Background: an optimization exercise with open tools, aiming at small area, a short achievable clock period and few clock cycles. Do not read the settings as production practice. Only simulation tests tie the RTL to the original design; equivalence was not proved. Power is estimated from default activity; no workload was simulated.

<file path="flow/config.mk">
export PLATFORM = sky130hd
export DESIGN_NAME = mips_cpu
export DESIGN_NICKNAME = mips_cpu
export VERILOG_FILES = /design/flow/design.v
export SDC_FILE = /design/flow/constraint.sdc
export NUM_CORES = 4
export LEC_CHECK = 0
export CAP_MARGIN = 20
export CELL_PAD_IN_SITES_DETAIL_PLACEMENT = 1
export CELL_PAD_IN_SITES_GLOBAL_PLACEMENT = 2
export CORE_MARGIN = 2
export CORE_UTILIZATION = 35
export PLACE_DENSITY = 0.55
export SLEW_MARGIN = 20
</file>
<file path="flow/run.sh">
#!/bin/bash
# synth_recipe.tcl (not shown) runs the flow's synth.tcl, then flattens the netlist and writes it again
# the make line also repeats each setting of config.mk as NAME=value (left out here)
make -C /OpenROAD-flow-scripts/flow DESIGN_CONFIG=/design/flow/config.mk WORK_HOME=/design/flow/orfs CLKGATE_MAP_FILE= SYNTH_SCRIPT=/design/flow/synth_recipe.tcl finish
</file>
<file path="flow/design.v">
module mips_cpu
  (
    input clk,
    input rst,
    output [31:0] imem_addr,
    input [31:0] imem_data,
    output [31:0] dmem_addr,
    output [31:0] dmem_wdata,
    output dmem_we,
    output dmem_re,
    input [31:0] dmem_rdata
  );
  reg [31:0] pc;
  reg        x_wb, x_ld, x_st, x_bc, x_bne, x_pred;
  reg        x_add, x_sub, x_and, x_or, x_nor, x_xor, x_sll, x_srl, x_sra;
  reg [4:0]  x_rd;
  reg [31:0] x_a, x_b, x_sd, x_alt;
  reg        m_wb, m_ld, m_st;
  reg [4:0]  m_rd;
  reg [31:0] m_res, m_sd;
  reg [31:0] rf [1:31];
  reg [31:1] rv;
  assign dmem_addr  = m_res;
  assign dmem_wdata = m_sd;
  assign dmem_we    = m_st;
  assign dmem_re    = m_ld;
  wire [31:0] m_val = m_ld ? dmem_rdata : m_res;
  integer k;
  always @(posedge clk) begin
    for (k = 1; k < 32; k = k + 1)
      if (m_wb && m_rd == k) rf[k] <= m_val;
  end
  always @(posedge clk or posedge rst) begin
    if (rst) rv <= 31'b0;
    else for (k = 1; k < 32; k = k + 1)
      if (m_wb && m_rd == k) rv[k] <= 1'b1;
  end
  wire [31:0] add_b   = x_b ^ {32{x_sub}};
  wire [31:0] sum     = x_a + add_b + {31'b0, x_sub};
  wire        big     = |x_b[31:5];
  wire [4:0]  sh      = x_b[4:0];
  wire [31:0] shl     = x_a << sh;
  wire [31:0] shr     = $signed({x_sra & x_a[31], x_a}) >>> sh;
  wire [31:0] fill    = {32{x_sra & x_a[31]}};
  wire [31:0] alu_out =
      ({32{x_add | x_sub}} & sum) |
      ({32{x_and}} & (x_a & x_b)) |
      ({32{x_or}}  & (x_a | x_b)) |
      ({32{x_nor}} & ~(x_a | x_b)) |
      ({32{x_xor}} & (x_a ^ x_b)) |
      ({32{x_sll & ~big}} & shl) |
      ({32{(x_srl | x_sra) & ~big}} & shr) |
      ({32{big}} & fill);
  wire eq      = (x_a == x_b);
  wire taken   = eq ^ x_bne;
  wire mispred = x_bc & (taken ^ x_pred);
  assign imem_addr = pc;
  wire [31:0] ir = imem_data;
  wire [5:0]  op = ir[31:26];
  wire [4:0]  rs = ir[25:21];
  wire [4:0]  rt = ir[20:16];
  wire [4:0]  rdr = ir[15:11];
  wire [15:0] imm = ir[15:0];
  wire o_add  = op == 6'd1;
  wire o_sub  = op == 6'd3;
  wire o_and  = op == 6'd5;
  wire o_or   = op == 6'd6;
  wire o_nor  = op == 6'd7;
  wire o_xor  = op == 6'd8;
  wire o_sll  = op == 6'd9 || op == 6'd10;
  wire o_sra  = op == 6'd11;
  wire o_srl  = op == 6'd12;
  wire o_addi = op == 6'd32;
  wire o_subi = op == 6'd33;
  wire o_ld   = op == 6'd36;
  wire o_st   = op == 6'd37;
  wire o_bez  = op == 6'd40;
  wire o_bne  = op == 6'd41;
  wire o_jmp  = op == 6'd42;
  wire is_r   = o_add | o_sub | o_and | o_or | o_nor | o_xor | o_sll | o_sra | o_srl;
  wire use_rt = is_r | o_bne | o_st;
  wire [4:0] dst = is_r ? rdr : rt;
  wire wb    = (is_r | o_addi | o_subi | o_ld) && dst != 5'd0;
  wire stall = x_ld && x_wb && (x_rd == rs || (use_rt && x_rd == rt));
  reg [31:0] rf_rs, rf_rt;
  integer j;
  always @(*) begin
    rf_rs = 32'b0;
    rf_rt = 32'b0;
    for (j = 1; j < 32; j = j + 1) begin
      rf_rs = rf_rs | ({32{rs == j && rv[j]}} & rf[j]);
      rf_rt = rf_rt | ({32{rt == j && rv[j]}} & rf[j]);
    end
  end
  wire hx_rs = x_wb && x_rd == rs;
  wire hx_rt = x_wb && x_rd == rt;
  wire hm_rs = m_wb && m_rd == rs;
  wire hm_rt = m_wb && m_rd == rt;
  wire [31:0] m_rs = hm_rs ? m_val : rf_rs;
  wire [31:0] m_rt = hm_rt ? m_val : rf_rt;
  wire [31:0] v_rs = hx_rs ? alu_out : m_rs;
  wire [31:0] v_rt = hx_rt ? alu_out : m_rt;
  wire [31:0] simm = {{16{imm[15]}}, imm};
  wire [31:0] ival = (o_ld | o_st) ? simm - 32'd1024 : simm;
  wire [31:0] bval = (is_r | o_bne) ? v_rt : o_bez ? 32'b0 : ival;
  wire [31:0] pc4  = pc + 32'd4;
  wire [31:0] tgt  = pc4 + {simm[29:0], 2'b00};
  wire        bc   = o_bez | o_bne;
  wire        pred = o_jmp | o_bne | (o_bez & imm[15]);
  always @(posedge clk or posedge rst) begin
    if (rst) begin
      pc <= 32'b0;
      x_wb <= 1'b0; x_ld <= 1'b0; x_st <= 1'b0; x_bc <= 1'b0;
      m_wb <= 1'b0; m_ld <= 1'b0; m_st <= 1'b0;
    end else begin
      m_wb <= x_wb; m_ld <= x_ld; m_st <= x_st;
      if (mispred) begin
        pc <= x_alt;
      end else if (!stall) begin
        pc <= pred ? tgt : pc4;
      end
      if (mispred || stall) begin
        x_wb <= 1'b0; x_ld <= 1'b0; x_st <= 1'b0; x_bc <= 1'b0;
      end else begin
        x_wb <= wb; x_ld <= o_ld; x_st <= o_st; x_bc <= bc;
      end
    end
  end
  always @(posedge clk) begin
    m_rd  <= x_rd;
    m_res <= alu_out;
    m_sd  <= x_sd;
    x_rd  <= dst;
    x_a   <= v_rs;
    x_b   <= bval;
    x_sd  <= v_rt;
    x_alt <= pred ? pc4 : tgt;
    x_bne <= o_bne;
    x_pred <= pred;
    x_add <= o_add | o_addi | o_ld | o_st;
    x_sub <= o_sub | o_subi;
    x_and <= o_and;
    x_or  <= o_or;
    x_nor <= o_nor;
    x_xor <= o_xor;
    x_sll <= o_sll;
    x_srl <= o_srl;
    x_sra <= o_sra;
  end
endmodule
</file>
<file path="flow/constraint.sdc">
create_clock -name core_clock -period 10.0 [get_ports {clk}]
set_input_delay 2.0000 -clock core_clock [delete_from_list [all_inputs] [get_ports {clk}]]
set_output_delay 2.0000 -clock core_clock [all_outputs]
set_load 0.01 [all_outputs]
</file>
==> flow_metrics.tcl, run 1 <==
set metrics [dict create \
    outcome "no timing/DRC/antenna violations" \
    drc 0 \
    crit_buf_inv 3 \
    design.portCount 164 \
    drive_above_1_share 0.135 \
    hold_depth 0 \
    cts.reportedPaths.clkPinSlew_ns 0.05 \
    min_period_ns 5.57 \
    slowest_delay_ns 0.71 \
    drv_slew 0 \
    rrSetupSlack_ns 4.84 \
    stdcell_count 7477 \
    viasPerCell 6.97 \
    ctsHoldBuffers 0 \
    row_count 152 \
    drv_cap 0 \
    cts_max_level 4 \
    num_vias 52100 \
    grt_overflow 0 \
    cts_buffer_depth 3 \
    gr-usage-all-layers 0.382 \
    die_x_um 420 \
    grt_use_met2 0.564 \
    fin_setup_tns_ns 0 \
    grt-busiest-layer "met2" \
    grt_max_degree 64 \
    min_path_type "flip-flop to flip-flop" \
    crit_slowest_cell "clkdlybuf4s50_1" \
    antenna_found_initial 6 \
    worst_pin_slew_ns 1.31 \
    yosysWarnings 2 \
    wl_per_cell_um 46.0 \
    period_share 0.557 \
    cts_buffers 148 \
    skew_ns 0.0366 \
    cpLargestDelayFamily "buffers and inverters" \
    end_kind "flip-flop" \
    synth.area.top_cells "edfxtp_1 (49%), dfxtp_1 (7.0%), a22oi_1 (6.0%)" \
    die_y_um 420 \
    worstPathCellList "clkdlybuf4s50_1, nor2b_1, and3_2, buf_4, buf_4, a22oi_1, nand4_1, nor3_1, a21oi_1, nor2_1, a21oi_1, a22o_1" \
    hold_end "m_sd[22]$_DFF_P_" \
    cp.required_ns 10.75 \
    cp-start-kind "input pin" \
    path_max_fanout 14 \
    drtIter0Drc 8877 \
    fp.coreArea_mm2 0.172 \
    yosys.area.top_type_share 0.492 \
    r2r_cells 12 \
    cts_resized 0 \
    use_met1 0.520 \
    areaGrowthSynthToFinish_pct 16.5 \
    yosysMostFrequentCell "edfxtp_1" \
    worstHoldStart "x_sd[22]$_DFF_P_" \
    irDropWorstVdd_mv 0.166 \
    use_met3 0.0907 \
    slew_headroom 0.119 \
    syn_area_mm2 0.0606 \
    grt_pass1_wl_um 458000 \
    nets 5230 \
    ys_ff_latch 1275 \
    synth_top_cells_by_count "edfxtp_1 (992), a22oi_1 (484), clkbuf_1 (346), nor2_1 (263), a22o_1 (241)" \
    clk_latency_ns 0.83 \
    post_cts_buffers 0 \
    ys_types 84 \
    async_flop_share 0.0549 \
    place_inst 7195 \
    crit_start "imem_data[19]" \
    cts_root_buf "clkbuf_16" \
    io_buffers 163 \
    worstPathArrival_ns 6.32 \
    p_per_area_mw_per_mm2 210 \
    hold_viol 0 \
    synth_cells 4927 \
    start_util 0.353 \
    hpwlAfterDp_um 213000 \
    r2r_end "x_b[28]$_DFF_P_" \
    cts.sinks 1275 \
    wl_um 344000 \
    synthFlopType "edfxtp_1" \
    syn_avg_cell_area_um2 12.3 \
    setup_violations 0 \
    place_congestion 0.909 \
    path_class "input pin to flip-flop" \
    grt_pass1_vias 51100 \
    fmax_ghz 0.179 \
    rsz0062_at_grt "no" \
    p_leak_nw 25.0 \
    firstDrtPassIters 7 \
    ant_nets 0 \
    die_area_mm2 0.176 \
    yosysTopAreaCell "edfxtp_1" \
    reg2reg_from "x_sub$_DFF_P_" \
    ys_seq_area_frac 0.591 \
    synth-edff-count 992 \
    cts_tree "yes" \
]
final cells by class:
| type | count | area [um^2] |
|---|---|---|
| Antenna cell | 6 | 15.0 |
| Clock buffer | 181 | 3990 |
| Clock inverter | 94 | 1050 |
| Fill cell | 17900 | 101000 |
| Inverter | 119 | 448 |
| Multi-Input combinational cell | 3126 | 23200 |
| Sequential cell | 1275 | 35800 |
| Tap cell | 2310 | 2890 |
| Timing Repair Buffer | 366 | 3190 |
registers in the layout (all words and copies together) (netlist names), 5 cells and up:
register  cells
x_a          32
x_alt        32
x_sd         32
x_rd          5
m_rd          5
pc           32
rv           31
rf          992
m_sd         32
x_b          32
m_res        32
logic make-up (layout without fill, tap and decap cells):
group           after synthesis  count (layout)  synth area share
mux                         177             177            0.0404
simple gates               1086            1086            0.0890
buf+inv                     526             760            0.0329
compound gates             1606            1606             0.201
fa+ha+maj                   128             128            0.0267
other cells                   0               6                 0
xor+xnor                    129             129            0.0186
flops                      1275            1275             0.591
metal layers:
layer  vias up  share of wire
met5         -        0.00039
met4         8          0.061
met3       970           0.10
met2      3963           0.43
met1     27100           0.41
li1      20100              -
per-stage QoR:
stage	power, W	setup slack (ns)	hold WS, ns	utilization	cell area (um^2)
6_report	0.0148	4.43	0.325	0.411	70600
5_1_grt	0.0153	4.47	0.328	0.411	70600
4_1_cts	0.0149	4.70	0.325	0.411	70600
3_5_place_dp	0.00919	3.83	0.313	0.381	65500
3_3_place_gp	0.00918	3.80	0.311	0.381	65400
2_1_floorplan	0.00798	5.33	0.310	-	60600
power breakdown:
group	switching (W)	internal (W)	leakage [nW]
combinational	0.00166	0.00105	10.8
sequential	0.000361	0.00605	11.8
clock	0.00242	0.00329	2.46
worst max path at each step:
stage,endpoint,slack (ns),cells after the start
2_1_floorplan,pc[30]$_DFFE_PP0P_,5.33,12
3_3_place_gp,x_b[16]$_DFF_P_,3.80,11
3_5_place_dp,x_b[15]$_DFF_P_,3.83,12
4_1_cts,x_b[15]$_DFF_P_,4.70,12
5_1_grt,x_b[13]$_DFF_P_,4.47,12
6_report,x_b[3]$_DFF_P_,4.43,12
cells in the final DEF, fill, tap and decap left out, drive strengths merged, types with 19 or more instances in the layout:
master | synthesis | final
and3 | 83 | 83
a21oi | 153 | 153
or2 | 41 | 41
buf | 61 | 203
a22o | 241 | 241
o21ai | 142 | 142
mux4 | 49 | 49
nor2b | 19 | 19
dfxtp | 213 | 213
nor4 | 47 | 47
clkdlybuf4s50 | 0 | 163
nand4 | 139 | 139
a221oi | 238 | 238
xnor2 | 52 | 52
inv | 117 | 124
a22oi | 484 | 484
o21a | 22 | 22
o211ai | 30 | 30
clkbuf | 346 | 181
dfrtp | 70 | 70
xor2 | 77 | 77
nand2 | 204 | 204
mux2 | 49 | 49
edfxtp | 992 | 992
ha | 126 | 126
nor3 | 73 | 73
a31oi | 25 | 25
a211oi | 38 | 38
mux2i | 79 | 79
a21o | 45 | 45
nor2 | 264 | 264
nand3 | 153 | 153
clkinv | 2 | 66
a222oi | 64 | 64
Testbench counts, summed over its fixed seeds: cycles 51,695.
==> run 2: changes to the inputs <==
--- a/flow/design.v
+++ b/flow/design.v
@@ -1,2 +1,33 @@
+module ks_add #(parameter N = 32, parameter L = 6)
+  (
+    input  [N-1:0] a,
+    input  [N-1:0] b,
+    input          cin,
+    output [N-1:0] s,
+    output         cout
+  );
+  wire [N:0] g0 = {a & b, cin};
+  wire [N:0] p0 = {a ^ b, 1'b0};
+  wire [N:0] g [0:L];
+  wire [N:0] p [0:L];
+  assign g[0] = g0;
+  assign p[0] = p0;
+  genvar l, i;
+  generate
+    for (l = 0; l < L; l = l + 1) begin : lvl
+      for (i = 0; i <= N; i = i + 1) begin : bt
+        if (i >= (1 << l)) begin : op
+          assign g[l+1][i] = g[l][i] | (p[l][i] & g[l][i - (1 << l)]);
+          assign p[l+1][i] = p[l][i] & p[l][i - (1 << l)];
+        end else begin : pass
+          assign g[l+1][i] = g[l][i];
+          assign p[l+1][i] = p[l][i];
+        end
+      end
+    end
+  endgenerate
+  assign s    = p0[N:1] ^ g[L][N-1:0];
+  assign cout = g[L][N];
+endmodule
 module mips_cpu
   (
@@ -11,9 +42,10 @@
     input [31:0] dmem_rdata
   );
-  reg [31:0] pc;
+  reg [31:2] pc;
   reg        x_wb, x_ld, x_st, x_bc, x_bne, x_pred;
   reg        x_add, x_sub, x_and, x_or, x_nor, x_xor, x_sll, x_srl, x_sra;
   reg [4:0]  x_rd;
-  reg [31:0] x_a, x_b, x_sd, x_alt;
+  reg [31:0] x_a, x_b, x_sd;
+  reg [31:2] x_alt;
   reg        m_wb, m_ld, m_st;
   reg [4:0]  m_rd;
@@ -37,5 +69,7 @@
   end
   wire [31:0] add_b   = x_b ^ {32{x_sub}};
-  wire [31:0] sum     = x_a + add_b + {31'b0, x_sub};
+  wire [31:0] sum;
+  wire        sum_co;
+  ks_add #(.N(32), .L(6)) alu_add (.a(x_a), .b(add_b), .cin(x_sub), .s(sum), .cout(sum_co));
   wire        big     = |x_b[31:5];
   wire [4:0]  sh      = x_b[4:0];
@@ -55,5 +89,5 @@
   wire taken   = eq ^ x_bne;
   wire mispred = x_bc & (taken ^ x_pred);
-  assign imem_addr = pc;
+  assign imem_addr = {pc, 2'b00};
   wire [31:0] ir = imem_data;
   wire [5:0]  op = ir[31:26];
@@ -95,29 +129,38 @@
   wire hx_rs = x_wb && x_rd == rs;
   wire hx_rt = x_wb && x_rd == rt;
-  wire hm_rs = m_wb && m_rd == rs;
-  wire hm_rt = m_wb && m_rd == rt;
-  wire [31:0] m_rs = hm_rs ? m_val : rf_rs;
-  wire [31:0] m_rt = hm_rt ? m_val : rf_rt;
-  wire [31:0] v_rs = hx_rs ? alu_out : m_rs;
-  wire [31:0] v_rt = hx_rt ? alu_out : m_rt;
+  wire hm_rs = m_wb && m_rd == rs && !hx_rs;
+  wire hm_rt = m_wb && m_rd == rt && !hx_rt;
+  wire [31:0] v_rs = ({32{hx_rs}} & alu_out) | ({32{hm_rs}} & m_val) |
+                     ({32{!hx_rs && !hm_rs}} & rf_rs);
+  wire [31:0] v_rt = ({32{hx_rt}} & alu_out) | ({32{hm_rt}} & m_val) |
+                     ({32{!hx_rt && !hm_rt}} & rf_rt);
   wire [31:0] simm = {{16{imm[15]}}, imm};
   wire [31:0] ival = (o_ld | o_st) ? simm - 32'd1024 : simm;
-  wire [31:0] bval = (is_r | o_bne) ? v_rt : o_bez ? 32'b0 : ival;
-  wire [31:0] pc4  = pc + 32'd4;
-  wire [31:0] tgt  = pc4 + {simm[29:0], 2'b00};
+  wire        b_reg = is_r | o_bne;
+  wire        b_imm = !(is_r | o_bne | o_bez);
+  wire [31:0] bval = ({32{b_reg}} & v_rt) | ({32{b_imm}} & ival);
+  wire [31:2] pc4    = pc + 30'd1;
+  wire [16:0] lo;
+  ks_add #(.N(16), .L(5)) tgt_add (.a(pc[17:2]), .b(imm), .cin(1'b1), .s(lo[15:0]), .cout(lo[16]));
+  wire [31:18] hi    = pc[31:18];
+  wire [31:18] hi_p1 = hi + 14'd1;
+  wire [31:18] hi_m1 = hi - 14'd1;
+  wire [31:18] thi   = imm[15] ? (lo[16] ? hi : hi_m1) : (lo[16] ? hi_p1 : hi);
+  wire [31:2] tgt    = {thi, lo[15:0]};
   wire        bc   = o_bez | o_bne;
   wire        pred = o_jmp | o_bne | (o_bez & imm[15]);
   always @(posedge clk or posedge rst) begin
     if (rst) begin
-      pc <= 32'b0;
+      pc <= 30'b0;
       x_wb <= 1'b0; x_ld <= 1'b0; x_st <= 1'b0; x_bc <= 1'b0;
       m_wb <= 1'b0; m_ld <= 1'b0; m_st <= 1'b0;
     end else begin
       m_wb <= x_wb; m_ld <= x_ld; m_st <= x_st;
-      if (mispred) begin
+      if (pred && !stall && !mispred)
+        pc <= tgt;
+      else if (mispred)
         pc <= x_alt;
-      end else if (!stall) begin
-        pc <= pred ? tgt : pc4;
-      end
+      else if (!stall)
+        pc <= pc4;
       if (mispred || stall) begin
         x_wb <= 1'b0; x_ld <= 1'b0; x_st <= 1'b0; x_bc <= 1'b0;
--- a/flow/config.mk
+++ b/flow/config.mk
@@ -12,3 +12,4 @@
 export CORE_UTILIZATION = 35
 export PLACE_DENSITY = 0.55
+export SETUP_SLACK_MARGIN = 5
 export SLEW_MARGIN = 20
==> run 2 against run 1 <==
  * Fmax up 8.6%
  * First-iteration DRC count up 9.6%
  * Critical path type unchanged
  * Critical endpoint is now x_b[26]$_DFF_P_
  * Utilization down 0.28 points
  * Critical path depth unchanged
  * Sequential share of layout area down 0.39 points
  * Largest cell class unchanged
  * Non-clock buffer count down 7
  * Hold slack better by 0.0014 ns
  * Still clean on timing, DRC and antenna
==> flow_metrics.tcl, run 2 <==
set metrics [dict create \
    synth_fa_ha_area_frac 0.0239 \
    nets 5220 \
    worstPathArrival_ns 5.89 \
    grt_pass1_wl_um 469000 \
    rrSetupSlack_ns 5.06 \
    drive_above_1_share 0.142 \
    gr-usage-all-layers 0.386 \
    hold_viol 0 \
    yosysMostFrequentCell "edfxtp_1" \
    ys_ff_latch 1271 \
    ys_types 85 \
    yosysWarnings 4 \
    skew_ns 0.0506 \
    path_class "input pin to flip-flop" \
    outcome "no timing/DRC/antenna violations" \
    cts.sinks 1271 \
    min_period_ns 5.13 \
    start_util 0.352 \
    worst_pin_slew_ns 1.34 \
    post-route-util 0.408 \
    ant_nets 0 \
    slowest_delay_ns 0.60 \
    drv_slew 0 \
    row_count 153 \
    irDropWorstVdd_mv 0.127 \
    synth-simple-area-share 0.0897 \
    p_per_area_mw_per_mm2 204 \
    worstPathCellList "dlygate4sd2_1, nor2b_1, and3_2, buf_4, buf_4, a22o_1, a221oi_1, nand4_1, nor3_1, nor3_1, or3_1, a21o_1" \
    num_vias 53500 \
    die_y_um 422 \
    yosysTopAreaCell "edfxtp_1" \
    cts_max_level 4 \
    r2r_end "pc[22]$_DFFE_PP0P_" \
    die_x_um 422 \
    r2r_cells 12 \
    synthMuxAreaShare 0.0479 \
    cpLargestDelayFamily "simple AND/OR/NAND/NOR gates" \
    crit_buf_inv 3 \
    wl_um 354000 \
    cp-start-kind "input pin" \
    die_area_mm2 0.178 \
    fp.coreArea_mm2 0.174 \
    rsz0062_at_grt "yes" \
    slew_headroom 0.103 \
    stdcell_count 7486 \
    synth-compound-area-share 0.201 \
    wl_per_cell_um 47.3 \
    viasPerCell 7.14 \
    io_buffers 161 \
    period_share 0.513 \
    synth_top_cells_by_count "edfxtp_1 (992), a22oi_1 (326), a221oi_1 (323), a22o_1 (312), clkbuf_1 (306)" \
    synthXorXnorAreaFrac 0.0187 \
    yosys.area.top_type_share 0.486 \
    drc 0 \
    path_max_fanout 16 \
    worstHoldStart "x_sd[20]$_DFF_P_" \
    setup_violations 0 \
    grt_max_degree 64 \
    p_leak_nw 25.0 \
    post_cts_buffers 0 \
    min_path_type "flip-flop to flip-flop" \
    cts_buffer_depth 3 \
    grt_overflow 0 \
    cts_buffers 145 \
    end_kind "flip-flop" \
    mostFrequentLayoutCells "edfxtp_1 (992), a22oi_1 (326), a221oi_1 (322), a22o_1 (312), nor2_1 (208)" \
    async_flop_share 0.0535 \
    syn_avg_cell_area_um2 12.4 \
    hpwlAfterDp_um 219000 \
    ctsHoldBuffers 0 \
    cts.reportedPaths.clkPinSlew_ns 0.06 \
    place_congestion 0.921 \
    synth_cells 4959 \
    crit_slowest_cell "and3_2" \
    grt_pass1_vias 51400 \
    cts_root_buf "clkbuf_16" \
    hold_end "m_sd[20]$_DFF_P_" \
    firstDrtPassIters 9 \
    place_inst 7215 \
    cts_tree "yes" \
    design.portCount 164 \
    antenna_found_initial 19 \
    cp.required_ns 10.76 \
    syn_area_mm2 0.0613 \
    top_register "rf" \
    areaGrowthSynthToFinish_pct 15.8 \
    largest_register_ffs 992 \
    synth-edff-count 992 \
    ys_seq_area_frac 0.583 \
    drv_cap 0 \
    synthFlopType "edfxtp_1" \
    fin_setup_tns_ns 0 \
    clk_latency_ns 0.85 \
    synth.area.top_cells "edfxtp_1 (49%), dfxtp_1 (6.9%), a221oi_1 (4.6%)" \
    hold_depth 0 \
    reg2reg_from "x_b[1]$_DFF_P_" \
    final_common_cell "edfxtp_1" \
    synth_top_family_by_area "compound AO/OA/AOI/OAI gates" \
    holdWs_ns 0.326 \
    fmax_ghz 0.195 \
    drtIter0Drc 9726 \
]
-- run 2: changes by cell type after synthesis, moves of 12 or more --
cell,delta
a22oi_1,-158
a21o_1,-16
o211ai_1,+28
nand3_1,-15
a221oi_1,+85
nor4_1,-13
clkbuf_1,-40
buf_2,+65
mux2_2,+15
a22o_1,+71
nor3_1,+18
a21oi_1,-12
nor2_1,-22
mux4_2,+16
-- run 2: where the power goes --
| part | switching (W) | internal, W |
|---|---|---|
| combinational | 0.00157 | 0.000943 |
| sequential | 0.000401 | 0.00602 |
| clock | 0.00242 | 0.00314 |
| total | 0.00439 | 0.0101 |
-- run 2: per-layer routing --
metal | vias to the layer above | wire length (um) | GRT usage
met5 | - | 168 | 0
met4 | 8 | 19900 | 0.183
met3 | 982 | 41300 | 0.106
met2 | 4313 | 149000 | 0.556
met1 | 27900 | 144000 | 0.534
li1 | 20300 | - | -
-- run 2: timing repair --
item	in CTS	in global routing
gates resized for setup	23	22
cloned	0	0
endpoints found under the setup margin	60	39
pin swaps	0	1
-- run 2: cell type report --
class / instances / area [um^2]
fillers: 18300 / 103000
flip-flops and latches: 1271 / 35700
multi-input cells: 3143 / 23900
clock buffers: 184 / 3910
repair buffers: 359 / 3110
well taps: 2325 / 2910
clock inverters: 81 / 917
inverters: 117 / 440
diodes: 6 / 15.0
-- run 2: worst max-delay path by stage --
stage,from,end,slack [ns],depth (start not counted)
finish,imem_data[19],x_b[26]$_DFF_P_,4.87,12
global route,x_sub$_DFF_P_,x_b[16]$_DFF_P_,4.98,12
CTS,imem_data[22],x_a[23]$_DFF_P_,5.00,12
floorplan,imem_data[1],pc[17]$_DFFE_PP0P_,5.72,10
global placement,imem_data[20],x_b[15]$_DFF_P_,3.62,11
detailed placement,imem_data[20],x_b[15]$_DFF_P_,3.71,11
-- run 2: stage by stage --
step	setup slack (ns)	power (W)	area (um^2)
2_1_floorplan	5.72	0.00777	61300
3_3_place_gp	3.62	0.00897	65900
3_5_place_dp	3.71	0.00897	66000
4_1_cts	5.00	0.0145	70900
5_1_grt	4.98	0.0149	70900
6_report	4.87	0.0145	70900
-- run 2: logic make-up (layout without fill, tap and decap cells) --
logic type | Yosys count | in the layout
mux | 204 | 204
other cells | 1 | 8
compound gates | 1601 | 1601
simple gates | 1088 | 1088
flops | 1271 | 1271
fa+ha+maj | 117 | 117
buf+inv | 546 | 741
xor+xnor | 131 | 131
Testbench counts of run 2, summed over its fixed seeds: cycles 51,695.
==> run 3: changes to the inputs <==
--- a/flow/design.v
+++ b/flow/design.v
@@ -30,4 +30,35 @@
   assign cout = g[L][N];
 endmodule
+module sk_add #(parameter N = 32, parameter L = 6)
+  (
+    input  [N-1:0] a,
+    input  [N-1:0] b,
+    input          cin,
+    output [N-1:0] s,
+    output         cout
+  );
+  wire [N:0] g0 = {a & b, cin};
+  wire [N:0] p0 = {a ^ b, 1'b0};
+  wire [N:0] g [0:L];
+  wire [N:0] p [0:L];
+  assign g[0] = g0;
+  assign p[0] = p0;
+  genvar l, i;
+  generate
+    for (l = 0; l < L; l = l + 1) begin : lvl
+      for (i = 0; i <= N; i = i + 1) begin : bt
+        if ((i >> l) % 2 == 1) begin : op
+          assign g[l+1][i] = g[l][i] | (p[l][i] & g[l][((i >> l) << l) - 1]);
+          assign p[l+1][i] = p[l][i] & p[l][((i >> l) << l) - 1];
+        end else begin : pass
+          assign g[l+1][i] = g[l][i];
+          assign p[l+1][i] = p[l][i];
+        end
+      end
+    end
+  endgenerate
+  assign s    = p0[N:1] ^ g[L][N-1:0];
+  assign cout = g[L][N];
+endmodule
 module mips_cpu
   (
@@ -43,9 +74,10 @@
   );
   reg [31:2] pc;
-  reg        x_wb, x_ld, x_st, x_bc, x_bne, x_pred;
+  reg        x_wb, x_ld, x_st, x_bc, x_bne, x_pred, x_fsd;
   reg        x_add, x_sub, x_and, x_or, x_nor, x_xor, x_sll, x_srl, x_sra;
   reg [4:0]  x_rd;
-  reg [31:0] x_a, x_b, x_sd;
-  reg [31:2] x_alt;
+  reg [31:0] x_a, x_b;
+  reg [31:0] x_c;
+  wire [31:2] x_alt = x_c[31:2];
   reg        m_wb, m_ld, m_st;
   reg [4:0]  m_rd;
@@ -74,6 +106,12 @@
   wire        big     = |x_b[31:5];
   wire [4:0]  sh      = x_b[4:0];
-  wire [31:0] shl     = x_a << sh;
-  wire [31:0] shr     = $signed({x_sra & x_a[31], x_a}) >>> sh;
+  function [31:0] rev32(input [31:0] v);
+    integer n;
+    for (n = 0; n < 32; n = n + 1) rev32[n] = v[31 - n];
+  endfunction
+  wire [31:0] sh_in   = x_sll ? rev32(x_a) : x_a;
+  wire [31:0] sh_out  = $signed({x_sra & x_a[31], sh_in}) >>> sh;
+  wire [31:0] shl     = rev32(sh_out);
+  wire [31:0] shr     = sh_out;
   wire [31:0] fill    = {32{x_sra & x_a[31]}};
   wire [31:0] alu_out =
@@ -116,5 +154,6 @@
   wire [4:0] dst = is_r ? rdr : rt;
   wire wb    = (is_r | o_addi | o_subi | o_ld) && dst != 5'd0;
-  wire stall = x_ld && x_wb && (x_rd == rs || (use_rt && x_rd == rt));
+  wire ld_rt = x_ld && x_wb && x_rd == rt;
+  wire stall = x_ld && x_wb && (x_rd == rs || (use_rt && !o_st && x_rd == rt));
   reg [31:0] rf_rs, rf_rt;
   integer j;
@@ -173,11 +212,11 @@
     m_rd  <= x_rd;
     m_res <= alu_out;
-    m_sd  <= x_sd;
+    m_sd  <= x_fsd ? dmem_rdata : x_c;
     x_rd  <= dst;
     x_a   <= v_rs;
     x_b   <= bval;
-    x_sd  <= v_rt;
-    x_alt <= pred ? pc4 : tgt;
+    x_c   <= ({32{bc}} & {pred ? pc4 : tgt, 2'b00}) | ({32{!bc}} & v_rt);
     x_bne <= o_bne;
+    x_fsd <= o_st && ld_rt;
     x_pred <= pred;
     x_add <= o_add | o_addi | o_ld | o_st;
--- a/flow/config.mk
+++ b/flow/config.mk
@@ -10,5 +10,7 @@
 export CELL_PAD_IN_SITES_GLOBAL_PLACEMENT = 2
 export CORE_MARGIN = 2
-export CORE_UTILIZATION = 35
+export CORE_UTILIZATION = 38
+export CTS_CLUSTER_DIAMETER = 70
+export CTS_CLUSTER_SIZE = 25
 export PLACE_DENSITY = 0.55
 export SETUP_SLACK_MARGIN = 5
==> run 3 against run 2 <==
  * Non-clock buffer count down 20
  * Area after synthesis fell by 1.9%
  * Utilization grew 3.0 points
  * Via count fell by 0.43%
  * Fmax up 0.86%
  * Hold slack better by 0.062 ns
  * Critical path type unchanged
  * Largest power group unchanged
==> flow_metrics.tcl, run 3 <==
set metrics [dict create \
    yosysWarnings 4 \
    cts_tree "yes" \
    r2r_cells 13 \
    grt_overflow 0 \
    syn_area_mm2 0.0601 \
    ys_seq_area_frac 0.584 \
    synth_top_family_by_area "compound AO/OA/AOI/OAI gates" \
    synth_fa_ha_area_frac 0.0241 \
    nets 5118 \
    worstPathCellList "dlygate4sd2_1, and3b_1, and3_2, buf_4, a22o_1, a221oi_1, nand4_1, nor3_2, a211oi_1, a21oi_1, o21ai_0" \
    hpwlAfterDp_um 219000 \
    post-route-util 0.438 \
    fp.coreArea_mm2 0.157 \
    gr-usage-all-layers 0.423 \
    end_kind "flip-flop" \
    clkPwrFrac 0.333 \
    cts.sinks 1242 \
    yosys.area.top_type_share 0.495 \
    io_buffers 161 \
    rrSetupSlack_ns 5.07 \
    ant_nets 0 \
    cts_buffer_depth 3 \
    drtIter0Drc 9890 \
    fin_setup_tns_ns 0 \
    firstDrtPassIters 9 \
    swShare 0.333 \
    die_area_mm2 0.161 \
    min_path_type "flip-flop to flip-flop" \
    cts.reportedPaths.clkPinSlew_ns 0.08 \
    hold_end "m_ld$_DFF_PP0_" \
    path_class "input pin to flip-flop" \
    ctsHoldBuffers 0 \
    synth-simple-area-share 0.0891 \
    path_max_fanout 19 \
    async_flop_share 0.0548 \
    die_y_um 402 \
    outcome "no timing/DRC/antenna violations" \
    synthXorXnorAreaFrac 0.0192 \
    p_switching_w 0.00440 \
    filler_cell_count 16200 \
    mostFrequentLayoutCells "edfxtp_1 (992), a22oi_1 (393), a22o_1 (284), a221oi_1 (282), nand2_1 (228)" \
    die_x_um 402 \
    synth_top_cells_by_count "edfxtp_1 (992), a22oi_1 (393), clkbuf_1 (349), a22o_1 (284), a221oi_1 (282)" \
    slowest_delay_ns 0.68 \
    ys_types 88 \
    period_share 0.509 \
    design.portCount 164 \
    drv_slew 0 \
    areaGrowthSynthToFinish_pct 14.2 \
    drive_above_1_share 0.145 \
    grt_pass1_vias 49900 \
    cp-start-kind "input pin" \
    synth.area.top_cells "edfxtp_1 (50%), dfxtp_1 (6.1%), a22oi_1 (4.9%)" \
    crit_buf_inv 2 \
    p_int_w 0.00880 \
    fmax_ghz 0.197 \
    row_count 145 \
    largest_register_ffs 992 \
    cts_buffers 97 \
    syn_avg_cell_area_um2 12.2 \
    cpLargestDelayFamily "simple AND/OR/NAND/NOR gates" \
    grt_pass1_wl_um 464000 \
    regArea_mm2 0.0351 \
    viasPerCell 7.51 \
    cts_max_level 3 \
    grt_max_degree 58 \
    ys_ff_latch 1242 \
    reg2reg_from "x_a[15]$_DFF_P_" \
    worstPathArrival_ns 5.74 \
    drv_cap 0 \
    worstHoldStart "x_ld$_DFF_PP0_" \
    hold_depth 0 \
    worst_pin_slew_ns 1.22 \
    setup_violations 0 \
    p_comb_frac 0.194 \
    synth_cells 4910 \
    p_leak_nw 24.0 \
    wl_per_cell_um 49.7 \
    start_util 0.384 \
    drc 0 \
    synthFlopType "edfxtp_1" \
    min_period_ns 5.09 \
    multi_input_area_mm2 0.0239 \
    skew_ns 0.0594 \
    num_vias 53200 \
    yosysTopAreaCell "edfxtp_1" \
    irDropWorstVdd_mv 0.168 \
    rsz0062_at_grt "yes" \
    wl_um 352000 \
    synth-compound-area-share 0.204 \
    place_congestion 0.931 \
    yosysMostFrequentCell "edfxtp_1" \
    antenna_found_initial 23 \
    synthMuxAreaShare 0.0452 \
    crit_slowest_cell "and3_2" \
    hold_viol 0 \
    cp.required_ns 10.65 \
    r2r_end "pc[23]$_DFFE_PP0P_" \
    top_register "rf" \
    cts_root_buf "clkbuf_16" \
    p_per_area_mw_per_mm2 192 \
    p_seq_frac 0.474 \
    synth-edff-count 992 \
    clk_latency_ns 0.78 \
    slew_headroom 0.178 \
    final_common_cell "edfxtp_1" \
]
## run 3: cell types whose count changed in the layout (fill, tap and decap cells not counted), moves of 18 or more
cell	before	now
and3_4	9	30
and3_2	53	31
a22o_1	312	284
buf_4	194	154
a22oi_1	326	393
a221oi_1	322	282
nand2_1	204	228
clkbuf_16	149	98
clkbuf_1	30	1
mux4_2	65	35
dfxtp_1	206	178
clkinv_8	2	20
mux2_2	64	98
## run 3: layout make-up
type / count / area share
Antenna cell: 10 / 0.000364
Clock inverter: 80 / 0.0158
Sequential cell: 1242 / 0.512
Inverter: 119 / 0.00658
Multi-Input combinational cell: 3137 / 0.347
Timing Repair Buffer: 339 / 0.0447
Clock buffer: 101 / 0.0362
Tap cell: 2058 / 0.0375
## run 3: cell families (layout without fill, tap and decap cells)
group | after synthesis | in the layout
simple gates | 1080 | 1080
other cells | 1 | 12
flops | 1242 | 1242
compound gates | 1600 | 1601
buf+inv | 533 | 639
mux | 206 | 206
xor+xnor | 132 | 132
fa+ha+maj | 116 | 116
## run 3: per-stage QoR
step / setup WS, ns / power (W) / instance area (um^2) / cells / hold slack (ns)
floorplan: 5.41 / 0.00750 / 60100 / 4911 / 0.331
global placement: 3.41 / 0.00876 / 64300 / 6876 / 0.387
detailed placement: 3.36 / 0.00876 / 64300 / 6878 / 0.385
CTS: 4.91 / 0.0131 / 68400 / 7062 / 0.382
global route: 4.97 / 0.0135 / 68700 / 7078 / 0.405
finish: 4.91 / 0.0132 / 68700 / 7086 / 0.388
## run 3: timing repair
action	4_1_cts	5_1_grt
gates resized for setup	104	56
pin swaps	2	4
buffers inserted	2	12
setup endpoints to repair	111	66
gates cloned	1	0
## run 3: how the worst max path moves through the flow
| stage | from | endpoint | cells after the start |
|---|---|---|---|
| 2_1_floorplan | imem_data[0] | x_c[28]$_DFF_P_ | 12 |
| 3_3_place_gp | imem_data[31] | pc[23]$_DFFE_PP0P_ | 12 |
| 3_5_place_dp | imem_data[31] | pc[23]$_DFFE_PP0P_ | 12 |
| 4_1_cts | imem_data[23] | x_a[6]$_DFF_P_ | 11 |
| 5_1_grt | imem_data[0] | x_c[21]$_DFF_P_ | 13 |
| 6_report | imem_data[18] | x_b[1]$_DFF_P_ | 11 |
## run 3: per-layer routing
metal | part of all wire | up-vias | global-route usage
li1 | - | 19900 | -
met3 | 0.13 | 1084 | 0.115
met4 | 0.062 | 12 | 0.211
met1 | 0.40 | 27600 | 0.591
met2 | 0.41 | 4636 | 0.601
met5 | 0.00045 | - | 0
## run 3: worst register-to-register path: stages, from the launching register on
cell     delay [ns]
dfxtp_1        0.63
inv_1          0.14
ha_1           0.44
nor4_1         0.97
nand4_1        0.27
nor2_2         0.43
xnor2_1        0.21
nand2_2        0.12
buf_8          0.38
nand2_4        0.16
nor2_4         0.32
buf_4          0.31
nor2_1         0.09
a221o_1        0.32
## run 3: power groups by stage
stage / Sequential, W / Clock (W) / Combinational (W)
after floorplan: 0.00612 / 0 / 0.00137
after global placement: 0.00635 / 0 / 0.00241
after detailed placement: 0.00634 / 0 / 0.00242
after CTS: 0.00623 / 0.00442 / 0.00246
after global routing: 0.00626 / 0.00458 / 0.00269
final: 0.00625 / 0.00439 / 0.00256
Testbench counts of run 3, summed over its fixed seeds: cycles 51,450.
==> run 4: changes to the inputs <==
==> flow/flow/run.sh (new file) <==
#!/bin/bash
# Layout flow: the standard flow (standard.sh, unchanged) with two
# settings passed through the environment:
#  - the port buffers that buffer_ports inserts are sky130_fd_sc_hd__buf_4
#    (its default pick is a slow delay cell);
#  - repair_timing aims at 6 ns of setup slack (SETUP_SLACK_MARGIN 6), so
#    the resizer keeps working until paths fit in about 4 ns.
# The SDC (clock period, IO delays, loads) is the standard flow's, untouched.
set -o pipefail
export BUFFER_PORTS_ARGS="-buffer_cell sky130_fd_sc_hd__buf_4"
export SETUP_SLACK_MARGIN=6
bash standard.sh > standard.log 2>&1
rc=$?
cp standard.sh standard_sh_copy.log
grep -h "setup_margin\|buffer_ports\|Perform port buffering" orfs/logs/*/*/*/*.log > settings_check.log 2>&1
exit $rc
==> flow/standard.sh (new file) <==
#!/bin/bash
# synth_recipe.tcl (not shown) runs the flow's synth.tcl, then flattens the netlist and writes it again
# the make line also repeats each setting of config.mk as NAME=value (left out here)
make -C /OpenROAD-flow-scripts/flow DESIGN_CONFIG=/design/flow/config.mk WORK_HOME=/design/flow/orfs CLKGATE_MAP_FILE= SYNTH_SCRIPT=/design/flow/synth_recipe.tcl "${@:-finish}"
--- a/flow/config.mk
+++ b/flow/config.mk
@@ -10,8 +10,7 @@
 export CELL_PAD_IN_SITES_GLOBAL_PLACEMENT = 2
 export CORE_MARGIN = 2
-export CORE_UTILIZATION = 38
+export CORE_UTILIZATION = 45
 export CTS_CLUSTER_DIAMETER = 70
 export CTS_CLUSTER_SIZE = 25
-export PLACE_DENSITY = 0.55
-export SETUP_SLACK_MARGIN = 5
+export PLACE_DENSITY = 0.6
 export SLEW_MARGIN = 20
removed: flow/run.sh
==> run 4 against run 3 <==
  * Still clean on timing, DRC and antenna
  * Critical path depth rose by 2
  * Power is 0.43% lower
  * Sequential power about the same
  * Fmax up 16%
  * Largest cell class unchanged
==> flow_metrics.tcl, run 4 <==
set metrics [dict create \
    fp.coreArea_mm2 0.133 \
    grt_pass1_vias 51700 \
    grt_pass1_wl_um 456000 \
    p_per_area_mw_per_mm2 186 \
    worst_pin_slew_ns 1.21 \
    ys_ff_latch 1242 \
    die_x_um 370 \
    fmax_ghz 0.227 \
    mostFrequentLayoutCells "edfxtp_1 (992), a22oi_1 (390), buf_4 (335), a22o_1 (283), a221oi_1 (247)" \
    path_max_fanout 32 \
    min_path_type "flip-flop to flip-flop" \
    outcome "no timing/DRC/antenna violations" \
    cp.required_ns 10.72 \
    path_class "input pin to flip-flop" \
    worstPathArrival_ns 5.13 \
    areaGrowthSynthToFinish_pct 17.8 \
    synth_cells 4910 \
    fin_ws_ns 5.60 \
    syn_avg_cell_area_um2 12.2 \
    synth_top_cells_by_count "edfxtp_1 (992), a22oi_1 (393), clkbuf_1 (349), a22o_1 (284), a221oi_1 (282)" \
    synth-edff-count 992 \
    slew_headroom 0.192 \
    antenna_found_initial 28 \
    grt_max_degree 58 \
    cp-start-kind "input pin" \
    yosysWarnings 4 \
    hold_viol 0 \
    die_y_um 370 \
    drive_above_1_share 0.220 \
    drv_cap 0 \
    holdWs_ns 0.358 \
    min_period_ns 4.40 \
    yosys.area.top_type_share 0.495 \
    setup_violations 0 \
    async_flop_share 0.0548 \
    grt_overflow 0 \
    slowest_delay_ns 0.59 \
    firstDrtPassIters 13 \
    viasPerCell 8.06 \
    cts_max_level 3 \
    ys_types 88 \
    yosysTopAreaCell "edfxtp_1" \
    cpLargestDelayFamily "simple AND/OR/NAND/NOR gates" \
    cts.reportedPaths.clkPinSlew_ns 0.10 \
    drc 0 \
    crit_buf_inv 3 \
    crit_slowest_cell "nor2b_1" \
    gr-usage-all-layers 0.493 \
    dp_slack_ns 3.97 \
    die_area_mm2 0.137 \
    wl_per_cell_um 50.8 \
    cts_buffers 92 \
    start_util 0.452 \
    skew_ns 0.0855 \
    place_congestion 0.996 \
    clk_latency_ns 0.81 \
    largest_register_ffs 992 \
    period_share 0.440 \
    design.portCount 164 \
    wl_um 350000 \
    nets 5218 \
    cts_tree "yes" \
    cts_buffer_depth 3 \
    finalPower_w 0.0131 \
    row_count 134 \
    cts_root_buf "clkbuf_16" \
    irDropWorstVdd_mv 0.199 \
    end_kind "flip-flop" \
    drtIter0Drc 11400 \
    drv_slew 0 \
    syn_area_mm2 0.0601 \
    io_buffers 161 \
    p_leak_nw 25.3 \
    hpwlAfterDp_um 208000 \
    synth.area.top_cells "edfxtp_1 (50%), dfxtp_1 (6.1%), a22oi_1 (4.9%)" \
    synthFlopType "edfxtp_1" \
    ant_nets 0 \
    fin_setup_tns_ns 0 \
    ys_seq_area_frac 0.584 \
    worstPathCellList "buf_6, nor2b_1, and3_2, buf_8, a22o_1, a221oi_1, nand4_1, nor3_2, or3_1, o21ai_0, a31oi_2, buf_4, a2bb2oi_1" \
    final_common_cell "edfxtp_1" \
    top_register "rf" \
    num_vias 55700 \
    rsz0062_at_grt "yes" \
    cts.sinks 1242 \
    yosysMostFrequentCell "edfxtp_1" \
]
[run 4: stage by stage]
step,area (um^2),instances,utilization
2_1_floorplan,60600,4911,-
3_3_place_gp,63700,6592,0.479
3_5_place_dp,63700,6592,0.479
4_1_cts,69300,6818,0.522
5_1_grt,70800,6883,0.533
6_report,70800,6902,0.533
[run 4: worst paths after layout]
| kind | startpoint | end | slack (ns) | cells after the start |
|---|---|---|---|---|
| min in group asynchronous | rst | pc[28]$_DFFE_PP0P_ | 1.18 | 2 |
| worst min-delay path | x_st$_DFF_PP0_ | m_st$_DFF_PP0_ | 0.36 | 0 |
| worst max register to register | x_b[0]$_DFF_P_ | x_b[28]$_DFF_P_ | 5.91 | 10 |
| max in group asynchronous | rst | m_ld$_DFF_PP0_ | 7.52 | 3 |
| worst max-delay path | imem_data[18] | x_c[29]$_DFF_P_ | 5.60 | 13 |
| worst min register to register | x_st$_DFF_PP0_ | m_st$_DFF_PP0_ | 0.36 | 0 |
[run 4: kinds of logic (layout without fill, tap and decap cells)]
logic type	count (synthesis)	in the layout	synth area share
simple gates	1080	1080	0.0891
mux	206	206	0.0452
xor+xnor	132	132	0.0192
buf+inv	533	733	0.0341
compound gates	1600	1601	0.204
other cells	1	24	0.0000624
flops	1242	1242	0.584
fa+ha+maj	116	116	0.0241
[run 4: timing repair]
item,in CTS,in global routing
setup buffers,42,54
gates resized for setup,311,190
endpoints found under the setup margin,143,103
pin swaps,30,77
hold buffers,0,0
cloned,14,8
[run 4: layer usage]
layer  GRT usage  routed length (um)  vias to the layer above
li1            -                   -                    20100
met1       0.622              122000                    27900
met2       0.686              142000                     5873
met3       0.194               53700                     1720
met4       0.352               32300                       22
met5           0                 230                        -
[run 4: layout make-up]
cell class                      instances  area [um^2]
Fill cell                           13200        62100
Sequential cell                      1242        35100
Multi-Input combinational cell       3137        25000
Timing Repair Buffer                  444         4610
Clock buffer                           98         2380
Tap cell                             1768         2210
Clock inverter                         72         1040
Inverter                              119          460
Antenna cell                           22         55.1
[run 4: where the power goes]
group / switching (W) / leakage (nW) / total, W / internal (W)
registers: 0.000409 / 11.5 / 0.00623 / 0.00582
clock network: 0.00232 / 1.61 / 0.00426 / 0.00193
logic: 0.00168 / 12.1 / 0.00265 / 0.000971
==> run 5: changes to the inputs <==
--- a/flow/config.mk
+++ b/flow/config.mk
@@ -10,7 +10,7 @@
 export CELL_PAD_IN_SITES_GLOBAL_PLACEMENT = 2
 export CORE_MARGIN = 2
-export CORE_UTILIZATION = 45
+export CORE_UTILIZATION = 38
 export CTS_CLUSTER_DIAMETER = 70
 export CTS_CLUSTER_SIZE = 25
-export PLACE_DENSITY = 0.6
+export PLACE_DENSITY = 0.55
 export SLEW_MARGIN = 20
==> run 5 against run 4 <==
  * Hold slack better by 0.031 ns
  * Final cell count is 5.2% higher
  * Wire length is 2.4% higher
  * Utilization is 7.3 points lower
  * Non-clock buffer count is 43 higher
  * Die area is 18% higher
  * Critical path type unchanged
  * Critical endpoint is now x_c[21]$_DFF_P_
  * Largest power group unchanged
==> flow_metrics.tcl, run 5 <==
set metrics [dict create \
    outcome "no timing/DRC/antenna violations" \
    cts_tree "yes" \
    filler_cell_count 16000 \
    synth.area.top_cells "edfxtp_1 (50%), dfxtp_1 (6.1%), a22oi_1 (4.9%)" \
    drtIter0Drc 9949 \
    viasPerCell 7.48 \
    largest_register_ffs 992 \
    grt_pass1_vias 50500 \
    die_area_mm2 0.161 \
    path_max_fanout 11 \
    ant_nets 0 \
    place_congestion 0.922 \
    crit_start "imem_data[20]" \
    syn_area_mm2 0.0601 \
    fmax_ghz 0.242 \
    cts.sinks 1242 \
    skew_ns 0.0705 \
    io_buffers 161 \
    cts_buffer_depth 3 \
    min_period_ns 4.13 \
    start_util 0.384 \
    drv_slew 0 \
    antenna_found_initial 18 \
    async_flop_share 0.0548 \
    p_leak_nw 25.7 \
    die_y_um 402 \
    drv_cap 0 \
    design_area_mm2 0.0721 \
    fp.coreArea_mm2 0.157 \
    slew_headroom 0.131 \
    setup_violations 0 \
    ys_seq_area_frac 0.584 \
    yosysTopAreaCell "edfxtp_1" \
    mostFrequentLayoutCells "edfxtp_1 (992), a22oi_1 (390), buf_4 (378), a22o_1 (282), a221oi_1 (249)" \
    synthFlopType "edfxtp_1" \
    cp-start-kind "input pin" \
    clk_latency_ns 0.80 \
    rsz0062_at_grt "yes" \
    dp_slack_ns 3.70 \
    cp.required_ns 10.65 \
    yosysMostFrequentCell "edfxtp_1" \
    ys_types 88 \
    synth-edff-count 992 \
    cp-endpoint "x_c[21]$_DFF_P_" \
    p_per_area_mw_per_mm2 188 \
    holdWs_ns 0.389 \
    reg2reg_from "x_sll$_DFF_P_" \
    period_share 0.413 \
    rrSetupSlack_ns 5.97 \
    grt_pass1_wl_um 467000 \
    cts_max_level 3 \
    worst_pin_slew_ns 1.29 \
    die_x_um 402 \
    yosys.area.top_type_share 0.495 \
    fin_ws_ns 5.87 \
    worstPathArrival_ns 4.78 \
    r2r_end "x_b[20]$_DFF_P_" \
    wl_per_cell_um 49.4 \
    fin_setup_tns_ns 0 \
    areaGrowthSynthToFinish_pct 19.9 \
    cts.reportedPaths.clkPinSlew_ns 0.08 \
    final_common_cell "edfxtp_1" \
    design.portCount 164 \
    path_class "input pin to flip-flop" \
    nets 5276 \
    min_path_type "flip-flop to flip-flop" \
    grt_overflow 0 \
    syn_avg_cell_area_um2 12.2 \
    top_register "rf" \
    cts_buffers 104 \
    synth_cells 4910 \
    hpwlAfterDp_um 216000 \
    drive_above_1_share 0.237 \
    ys_ff_latch 1242 \
    end_kind "flip-flop" \
    row_count 145 \
    wl_um 359000 \
    synth_top_cells_by_count "edfxtp_1 (992), a22oi_1 (393), clkbuf_1 (349), a22o_1 (284), a221oi_1 (282)" \
    finalPower_w 0.0136 \
    ctsHoldBuffers 0 \
    gr-usage-all-layers 0.425 \
    placed_area_mm2 0.0641 \
    irDropWorstVdd_mv 0.163 \
    yosysWarnings 4 \
    r2r_cells 12 \
    hold_viol 0 \
    num_vias 54300 \
    grt_max_degree 57 \
    firstDrtPassIters 11 \
    cts_root_buf "clkbuf_16" \
    drc 0 \
]
==> run 5: how the worst min path moves through the flow <==
stage / startpoint / end / cells past startpoint
final: x_st$_DFF_PP0_ / m_st$_DFF_PP0_ / 0
after global routing: x_st$_DFF_PP0_ / m_st$_DFF_PP0_ / 0
after CTS: x_st$_DFF_PP0_ / m_st$_DFF_PP0_ / 0
after detailed placement: x_st$_DFF_PP0_ / m_st$_DFF_PP0_ / 0
after global placement: x_st$_DFF_PP0_ / m_st$_DFF_PP0_ / 0
after floorplan: x_st$_DFF_PP0_ / m_st$_DFF_PP0_ / 0
==> run 5: area by class of cell <==
class                   count  area (um^2)  share of cell area
inverters                 119          469             0.00651
well taps                2058         2570              0.0357
diodes                     18         45.0            0.000625
clock inverters            83         1070              0.0148
flip-flops and latches   1242        35200               0.488
repair buffers            487         4820              0.0669
multi-input cells        3140        25300               0.350
clock buffers             113         2710              0.0376
==> run 5: report_power, final <==
part | internal (W) | switching, W | total [W] | leakage [nW]
combinational | 0.000993 | 0.00173 | 0.00272 | 12.3
clock | 0.00223 | 0.00238 | 0.00461 | 1.84
sequential | 0.00583 | 0.000417 | 0.00624 | 11.5
==> run 5: cell families after synthesis <==
logic type	Yosys count	share of synthesized area
compound gates	1600	0.204
xor+xnor	132	0.0192
buf+inv	533	0.0341
simple gates	1080	0.0891
flops	1242	0.584
mux	206	0.0452
fa+ha+maj	116	0.0241
other cells	1	0.0000624
==> run 5: per-layer routing <==
layer / vias up / part of all wire / wire length (um) / track usage
met4: 12 / 0.069 / 24700 / 0.226
met2: 4798 / 0.41 / 146000 / 0.603
li1: 20300 / - / - / -
met3: 1170 / 0.13 / 46000 / 0.112
met1: 28100 / 0.39 / 141000 / 0.593
met5: - / 0.00026 / 95 / 0.00119
==> run 5: worst max-delay path, cell delays in order <==
cell and delay [ns]:
buf_6 0.13, nor2b_1 0.18, and3_4 0.22, buf_12 0.15, buf_4 0.18, a22o_1 0.24, a221oi_1 0.24, nand3_1 0.17
nor3_4 0.36, nand2_2 0.15, o211ai_1 0.26, o21ai_2 0.15, mux2_4 0.29
==> run 5: per-stage QoR <==
stage               utilization  cells
global route              0.460   7244
floorplan                     -   4911
detailed placement        0.409   6879
finish                    0.460   7260
CTS                       0.449   7163
global placement          0.409   6878
==> run 5: what timing repair did <==
item                                    in CTS  in global routing
endpoints found under the setup margin     151                 96
pin swaps                                   82                 77
cloned                                       4                 10
setup buffers                               84                 69
resized for setup                          387                188

==> what the ideal ports hide <==
In the flow no input, the clock included, has a driving cell. The finished layouts below were timed again as built, in two steps.
Step 1 (the two cells are an assumption about what drives the block):
set clk [get_ports {clk}]
set_driving_cell -lib_cell sky130_fd_sc_hd__clkbuf_16 $clk
set_driving_cell -lib_cell sky130_fd_sc_hd__buf_2 [delete_from_list [all_inputs] $clk]
Step 2 times the ports against the registers' clock, not the clock port: input delays grow and output delays shrink by t, the midpoint of the rising clock arrivals with the driver on.
Slacks: ideal ports / drivers / drivers and shift; pairs: ideal ports / drivers.
run	shift t [ns]	slack for setup (ns)	worst setup path after step 2
run 1	0.899	4.426 / 4.482 / 3.583	input to register
run 2	0.913	4.868 / 4.934 / 4.021	input to register
run 3	0.844	4.912 / 4.988 / 4.144	input to register
run 4	0.865	5.597 / 5.650 / 4.785	input to register
run 5	0.853	5.867 / 5.912 / 5.058	input to register
After both steps setup and hold are still met in every run listed. The setup slack of run 2, which loses most, moves by +0.066 ns with the drivers and by -0.847 ns with both steps.
